This design comes from an exercise in tuning for small area, a short achievable clock period and few clock cycles on the open sky130 flow, not from production work. At most, simulation tests tie the RTL to the original design; equivalence was not proved.

// rs_decoder
module rs_decoder(
      input clk,
      input rst_n,
      input din_val,
      input din_sop,
      input din_eop,
      input [7:0] din,
      output [7:0] el1,
      output [7:0] el2,
      output [7:0] el3,
      output [7:0] el4,
      output [7:0] ev1,
      output [7:0] ev2,
      output [7:0] ev3,
      output [7:0] ev4,
      output [2:0] error_num,
      output dec_done,
      output dec_fail,
      output busy
      );
localparam P = 4;                
function [7:0] gmul(input [7:0] a, input [7:0] b);
  reg [14:0] c;
  integer i, j;
  begin
    c = 15'd0;
    for (i = 0; i < 8; i = i + 1)
      for (j = 0; j < 8; j = j + 1)
        c[i+j] = c[i+j] ^ (a[i] & b[j]);
    for (i = 14; i >= 8; i = i - 1)
      if (c[i]) c = c ^ (15'h11d << (i - 8));
    gmul = c[7:0];
  end
endfunction
function [7:0] apow(input integer e);
  integer i;
  reg [7:0] v;
  begin
    v = 8'h01;
    for (i = 0; i < e; i = i + 1)
      v = {v[6:0], 1'b0} ^ (v[7] ? 8'h1d : 8'h00);
    apow = v;
  end
endfunction
reg st_bd, st_bu, st_bw, st_bs, st_om, st_sc, st_rc, st_fn;
reg [5:0] fs;          
  ...
Size in the first run: roughly 83 I/O pins, roughly 27000 um^2 of cells after synthesis.
export LEC_CHECK = 0
export ABC_AREA = 1
export CAP_MARGIN = 20
export CORE_MARGIN = 2
export CORE_UTILIZATION = 40
export PLACE_DENSITY = 0.6
export SLEW_MARGIN = 20
create_clock -name core_clock -period 11.0 [get_ports {clk}]
standard.sh (not shown) runs the stock make flow with config.mk's settings and CLKGATE_MAP_FILE= SYNTH_SCRIPT=/design/flow/synth_recipe.tcl, a recipe that flattens the netlist after the stock synthesis.
==> flow/flow/run.sh <==
#!/bin/bash
set -euo pipefail
MARGIN=$(cat flow/margin.txt)
sed "s|\"\${@:-finish}\"|SETUP_SLACK_MARGIN=${MARGIN} \"\${@:-finish}\"|" standard.sh > standard_margin.sh
grep -q "SETUP_SLACK_MARGIN=${MARGIN}" standard_margin.sh
bash standard_margin.sh > flow_make.log 2>&1
==> flow/flow/margin.txt <==
7
==> next run, changes <==
Settings changed: ABC_AREA 1 to unset.
What happened: Synthesized cell count falls by about 30%. Final cell count decreases by 22%. Global-route usage falls by 0.59 points. Cell area went up by 3.4%. Routed wire length fell by 6.7%. Worst setup slack got worse by 190 ps. Clock-buffer cell count rises by 1. Utilization is higher by 4.6 points.
Function was not checked in any run of this note: the RTL went through the layout flow alone.

Setup of build 61:
rs_decoder, a different RTL version from the one above (not shown whole).
Size in the first run: roughly 3000 cells after synthesis, ~230 flip-flops.
==> flow/design.v (excerpt) <==
module rs_decoder(
      input clk,
      input rst_n,
      input din_val,
      input din_sop,
      input din_eop,
      input [7:0] din,
      output [7:0] el1,
      output [7:0] el2,
      output [7:0] el3,
      output [7:0] el4,
      output [7:0] ev1,
      output [7:0] ev2,
      output [7:0] ev3,
      output [7:0] ev4,
      output [2:0] error_num,
      output dec_done,
      output dec_fail,
      output busy
      );
clock: 11.0 ns
lec_check: 0
cap_margin: 20
core_margin: 2
core_utilization: 40
place_density: 0.6
slew_margin: 20
==> flow/flow/run.sh <==
#!/bin/bash
set -euo pipefail
extra=""
while IFS= read -r line; do
  [[ -z "$line" ]] && continue
  extra+="$(printf '%q' "$line") "
done < flow/knobs.txt
awk -v extra="$extra" '{ i = index($0, "\"${@:-finish}\""); if (i > 0) $0 = substr($0, 1, i - 1) extra substr($0, i); print }' standard.sh > standard_knobs.sh
grep -q "SETUP_SLACK_MARGIN" standard_knobs.sh
bash standard_knobs.sh > flow_make.log 2>&1
==> flow/flow/knobs.txt <==
SETUP_SLACK_MARGIN=7
BUFFER_PORTS_ARGS=-buffer_cell sky130_fd_sc_hd__buf_4
Testbench counts of build 61, summed over its fixed seeds: cycles 126,409.
diff inputs: build 61 => build 26
- an added ABC_AREA of 1
- an added TNS_END_PERCENT of 20
- a change of CORE_UTILIZATION from 40 to 35
- a change of PLACE_DENSITY from 0.6 to 0.5
- Build 26 vs build 61: worst setup slack after layout up
- Build 26 vs. build 61: critical path depth decreased 5, time the final worst path needs with I/O delays and setup now smaller.
Edits applied to the flow inputs when going from build 26 to build 25:
- clearing TNS_END_PERCENT, which used to be 20
Notes after the runs:
Build 26 → build 25: worst path buffer plus inverter count has increased, simple-gate portion of the synthesized area roughly the same, ratio of final minimum period to clock period decreased 1.3 points, fmax moved up.
On finished layout cell area: between build 25 and build 26, it ends up higher for build 25.
On core utilization, build 25 and build 26 are basically level.
Netlist area before placement: build 25 vs build 26, no meaningful difference
#### Input delta (build 31 over build 25)
- CORE_UTILIZATION: 35 -> 55
- PLACE_DENSITY: 0.5 -> 0.7
## What came out
- Build 31 vs build 25: signal arrival time at the worst endpoint up
- Cmp build 31 vs build 25: clock buffer count lower in build 31
- Build 31: placer's final routability congestion estimate higher than build 25
- From build 25 to build 31 the numbers moved as follows: total global-route track usage +14 points, count of filler cells inserted in the layout -3492.

Setup of main:
Another version of the RTL of rs_decoder (not shown whole).
Size: about 230 flip-flops, ~28000 sq um of cells after synthesis.
==> flow/config.mk <==
export PLATFORM = sky130hd
export DESIGN_NAME = rs_decoder
export DESIGN_NICKNAME = rs_decoder
export VERILOG_FILES = /design/flow/design.v
export SDC_FILE = /design/flow/constraint.sdc
export NUM_CORES = 4
export LEC_CHECK = 0
export ABC_AREA = 1
export CAP_MARGIN = 20
export CORE_MARGIN = 2
export CORE_UTILIZATION = 40
export PLACE_DENSITY = 0.6
export SLEW_MARGIN = 20
==> flow/constraint.sdc <==
create_clock -name core_clock -period 11.0 [get_ports {clk}]
set_input_delay 2.2000 -clock core_clock [delete_from_list [all_inputs] [get_ports {clk}]]
set_output_delay 2.2000 -clock core_clock [all_outputs]
set_load 0.01 [all_outputs]
==> flow/flow/knobs.txt <==
SETUP_SLACK_MARGIN=7.5
BUFFER_PORTS_ARGS=-buffer_cell sky130_fd_sc_hd__buf_4
Scripts as last shown in full above: flow/flow/run.sh
main finished all stages; the layout is clean.
Relative to main, the following input files were edited for the feature branch:
==> flow/flow/knobs.txt <==
SETUP_SLACK_MARGIN=7
BUFFER_PORTS_ARGS=-buffer_cell sky130_fd_sc_hd__buf_4
[summary]
Relative to main, the final cell area reported for the feature branch is lower.
In the flow results for main and the feature branch, the max-slew headroom at the worst pin is smaller on the feature branch.
Per the comparison of the feature branch with main, number of buffers inserted to repair setup after CTS fell 153, critical path arrival rose 2.82 ns, height of the die about even, number of cells on the worst reg-to-reg path rose 1, number of detailed-route iterations in the first pass fell 2.
No run of this note included a check of the RTL's function; only the layout flow was run.

run a:
Another version of the RTL of rs_decoder (not shown whole).
Size in the first run: about 0.026 mm2 of cells after synthesis.
Settings: LEC_CHECK=0, CAP_MARGIN=20, CORE_MARGIN=2, CORE_UTILIZATION=40, PLACE_DENSITY=0.6, SLEW_MARGIN=20; clock period 11.0 ns.
run.sh (not shown) runs the stock make flow with config.mk's settings and CLKGATE_MAP_FILE= SYNTH_SCRIPT=/design/flow/synth_recipe.tcl, a recipe that flattens the netlist after the stock synthesis.
Stock flow here: none of the scripts above is used.
Testbench counts of run a, summed over its fixed seeds: cycles 123,859.
> inputs changed (run a -> run b)
Settings: an added SETUP_SLACK_MARGIN of 5.
==> run summary <==
From run a to run b the numbers moved as follows: worst-case headroom to the max-slew limit -6.2 points; count of instances resized after the clock tree is built went up. In run b, the cell count came out 193 above the value in run a. Run a vs run b, cell type of the slowest stage on the worst timing path: sky130_fd_sc_hd__a21oi_1 vs sky130_fd_sc_hd__mux4_2. Number of global-route vias before repair: run b higher than run a. Run b vs run a: pre-CTS setup slack down.

oak:
rs_decoder with an RTL version that a note above also has.
For scale: roughly 230 flip-flops, roughly 83 I/O pins, roughly 0.027 mm² of cells after synthesis.
Design rs_decoder, start of the top module:
module rs_decoder(
      input clk,
      input rst_n,
      input din_val,
      input din_sop,
      input din_eop,
      input [7:0] din,
      output [7:0] el1,
      output [7:0] el2,
      output [7:0] el3,
      output [7:0] el4,
      output [7:0] ev1,
      output [7:0] ev2,
      output [7:0] ev3,
      output [7:0] ev4,
      output [2:0] error_num,
      output dec_done,
      output dec_fail,
      output busy
      );
localparam P = 4;                
function [7:0] gmul(input [7:0] a, input [7:0] b);
  reg [14:0] c;
  integer i, j;
  begin
    c = 15'd0;
    for (i = 0; i < 8; i = i + 1)
      for (j = 0; j < 8; j = j + 1)
        c[i+j] = c[i+j] ^ (a[i] & b[j]);
    for (i = 14; i >= 8; i = i - 1)
      c = c ^ ({15{c[i]}} & (15'h11d << (i - 8)));
    gmul = c[7:0];
  end
endfunction
function [7:0] apow(input integer e);
  integer i;
  reg [7:0] v;
  begin
    v = 8'h01;
    for (i = 0; i < e; i = i + 1)
      v = {v[6:0], 1'b0} ^ (v[7] ? 8'h1d : 8'h00);
    apow = v;
  end
endfunction
reg st_bd, st_bu, st_bw, st_bs, st_om, st_sc, st_rc, st_fn;
reg [5:0] fs;          
reg [3:0] r;           
reg [3:0] mk;          
reg [3:0] L;           
reg [2:0] cnt;         
reg [7:0] base;        
reg [P:1] rootr;       
reg [P:1] mask;        
reg done_r, fail_r;
reg [7:0] s [0:7];     
reg [7:0] lam [1:4];   
reg [7:0] q [1:4];     
reg [7:0] d;           
reg [7:0] evr [0:3];   
reg [7:0] xb;          
assign el1 = s[0]; assign el2 = s[1]; assign el3 = s[2]; assign el4 = s[3];
assign ev1 = evr[0]; assign ev2 = evr[1]; assign ev3 = evr[2]; assign ev4 = evr[3];
assign error_num = L[2:0];
assign dec_done = done_r;
assign dec_fail = fail_r;
assign busy = 1'b0;
wire use_d = st_bu | st_bs | fs[0];
wire sel_q = st_bu | st_bs;
wire sel_e = fs[5];
wire [7:0] la [1:4];
wire [7:0] lb [1:4];
wire [7:0] lz [1:4];
genvar gi, gj, gk;
generate
  for (gi = 1; gi <= 4; gi = gi + 1) begin : lane
    assign la[gi] = use_d ? d : lam[gi];
    assign lb[gi] = sel_q ? q[gi] : sel_e ? evr[gi-1] : s[8 - gi];
    gf256mul mul(.a(la[gi]), .b(lb[gi]), .z(lz[gi]));
  end
endgenerate
wire [7:0] dsum = s[0] ^ (lz[1] & {8{mk[0]}}) ^ (lz[2] & {8{mk[1]}})
                       ^ (lz[3] & {8{mk[2]}}) ^ (lz[4] & {8{mk[3]}});
  ...
export LEC_CHECK = 0
export ABC_AREA = 1
export CAP_MARGIN = 20
export CORE_MARGIN = 2
export CORE_UTILIZATION = 40
export PLACE_DENSITY = 0.6
export SLEW_MARGIN = 20
create_clock -name core_clock -period 11.0 [get_ports {clk}]
standard.sh (not shown) runs the stock make flow with config.mk's settings and CLKGATE_MAP_FILE= SYNTH_SCRIPT=/design/flow/synth_recipe.tcl, a recipe that flattens the netlist after the stock synthesis.
==> flow/flow/knobs.txt <==
SETUP_SLACK_MARGIN=6.75
BUFFER_PORTS_ARGS=-buffer_cell sky130_fd_sc_hd__buf_4
Scripts as last shown in full above: flow/flow/run.sh
Testbench counts of oak, summed over its fixed seeds: cycles 126,409.
## Diff of input files: pine against oak
Settings: an added TNS_END_PERCENT of 20.
==> flow/flow/knobs.txt <==
SETUP_SLACK_MARGIN=7
BUFFER_PORTS_ARGS=-buffer_cell sky130_fd_sc_hd__buf_4
## What came out
pine has share of the clock period used by the worst path after layout below what oak had. oak → pine: highest clock frequency the design can meet went up by 6.9%; relative area change from synthesis to final layout went up by 2.7 points; met3 wirelength from detailed routing went down by about 0.65%; routed wire length went up by 1300 µm.
> inputs changed (pine -> birch)
==> flow/flow/knobs.txt <==
SETUP_SLACK_MARGIN=7.1
BUFFER_PORTS_ARGS=-buffer_cell sky130_fd_sc_hd__buf_4
==> run summary <==
Largest stage delay on the critical path | birch above pine
birch: full flow OK, the timing, DRC and antenna checks passed
When the final numbers for pine and birch were put side by side, the global-route met3 utilization turned out to be greater in birch.
Re number of detailed-routing iterations run before antenna repair: birch is 1 up on pine.
Final wirelength of birch is on par with pine.
birch vs. pine: sequential share of layout area held steady; slack of the critical path shrank by 0.058 ns; number of non-clock buffers shrank by 7.8%; via count grew by 124; maximum fanout encountered on the critical timing path grew by 22.
[inputs] maple vs birch
Settings: TNS_END_PERCENT no longer set, was 20.
==> flow/flow/knobs.txt <==
SETUP_SLACK_MARGIN=7.25
BUFFER_PORTS_ARGS=-buffer_cell sky130_fd_sc_hd__buf_4
==> run summary <==
maple against birch: number of ordinary and repair buffers in the finished layout grew by 110; number of vias after detailed routing shows an increase of about 2.7%.
Relative to birch, the setup fix buffers added after clock tree synthesis measured on maple has increased by more than a quarter.
birch → maple: first-pass iteration count of the detailed router shows a reduction of 3.
Compared with birch, maple shows critical path depth higher by 11.
A highest metal layer with signal wires of met4 is what maple shows, while met5 belongs to birch.
[inputs] cedar vs maple
==> flow/flow/knobs.txt <==
SETUP_SLACK_MARGIN=7
BUFFER_PORTS_ARGS=-buffer_cell sky130_fd_sc_hd__buf_4
### Flow results
- As of cedar, wire length reported by the detailed router had fallen slightly compared to maple.
- Final cell count ends up lower on cedar.

==> port drivers added, routing unchanged <==
The flow's constraints put no driver on any port. The routed layouts listed below were extracted and timed again, unchanged, in two steps. Step 1: set_driving_cell puts a clkbuf_16 on clk and a buf_2 on each other input, an assumption about the parent block. Step 2 adds t to the input delays and takes it off the output delays; t is the mean of the earliest and latest rising clock arrival at the registers after step 1. Input paths then give back, and output paths get back, about the clock's delay inside the block. Three values: no drivers, after step 1, after step 2; two values: the first two.
run | t, ns | setup WS [ns] | latest minus earliest clock arrival (ns) | worst slew at a driven data input, ns
the first run of note 1 | 0.656 | 6.969 / 6.906 / 6.565 | 0.015 / 0.014 | 0.04
the second run of note 1 | 0.663 | 6.775 / 6.775 / 6.569 | 0.050 / 0.050 | 0.04
build 61 | 0.665 | 6.786 / 6.786 / 6.786 | 0.067 / 0.067 | 0.05
build 26 | 0.623 | 6.922 / 6.922 / 6.785 | 0.043 / 0.042 | 0.04
build 25 | 0.621 | 7.061 / 7.061 / 6.783 | 0.038 / 0.037 | 0.04
build 31 | 0.666 | 6.975 / 6.975 / 6.671 | 0.022 / 0.022 | 0.03
main | 0.669 | 7.390 / 7.330 / 7.080 | 0.061 / 0.061 | 0.03
the feature branch | 0.653 | 7.096 / 7.096 / 6.758 | 0.021 / 0.020 | 0.04
run a | 0.610 | 2.026 / 2.026 / 2.026 | 0.044 / 0.044 | 0.03
run b | 0.676 | 4.681 / 4.681 / 4.681 | 0.023 / 0.023 | 0.03
oak | 0.669 | 6.782 / 6.782 / 6.782 | 0.051 / 0.051 | 0.04
pine | 0.674 | 7.053 / 7.024 / 6.917 | 0.057 / 0.057 | 0.04
birch | 0.670 | 6.995 / 6.995 / 6.910 | 0.048 / 0.048 | 0.04
maple | 0.666 | 7.215 / 7.215 / 6.946 | 0.051 / 0.051 | 0.04
cedar | 0.675 | 7.046 / 7.019 / 6.909 | 0.065 / 0.065 | 0.04
After both steps setup and hold are still met in every run listed. The setup slack of the first run of note 1, which loses most, moves by -0.063 ns with the drivers and by -0.404 ns with both steps.
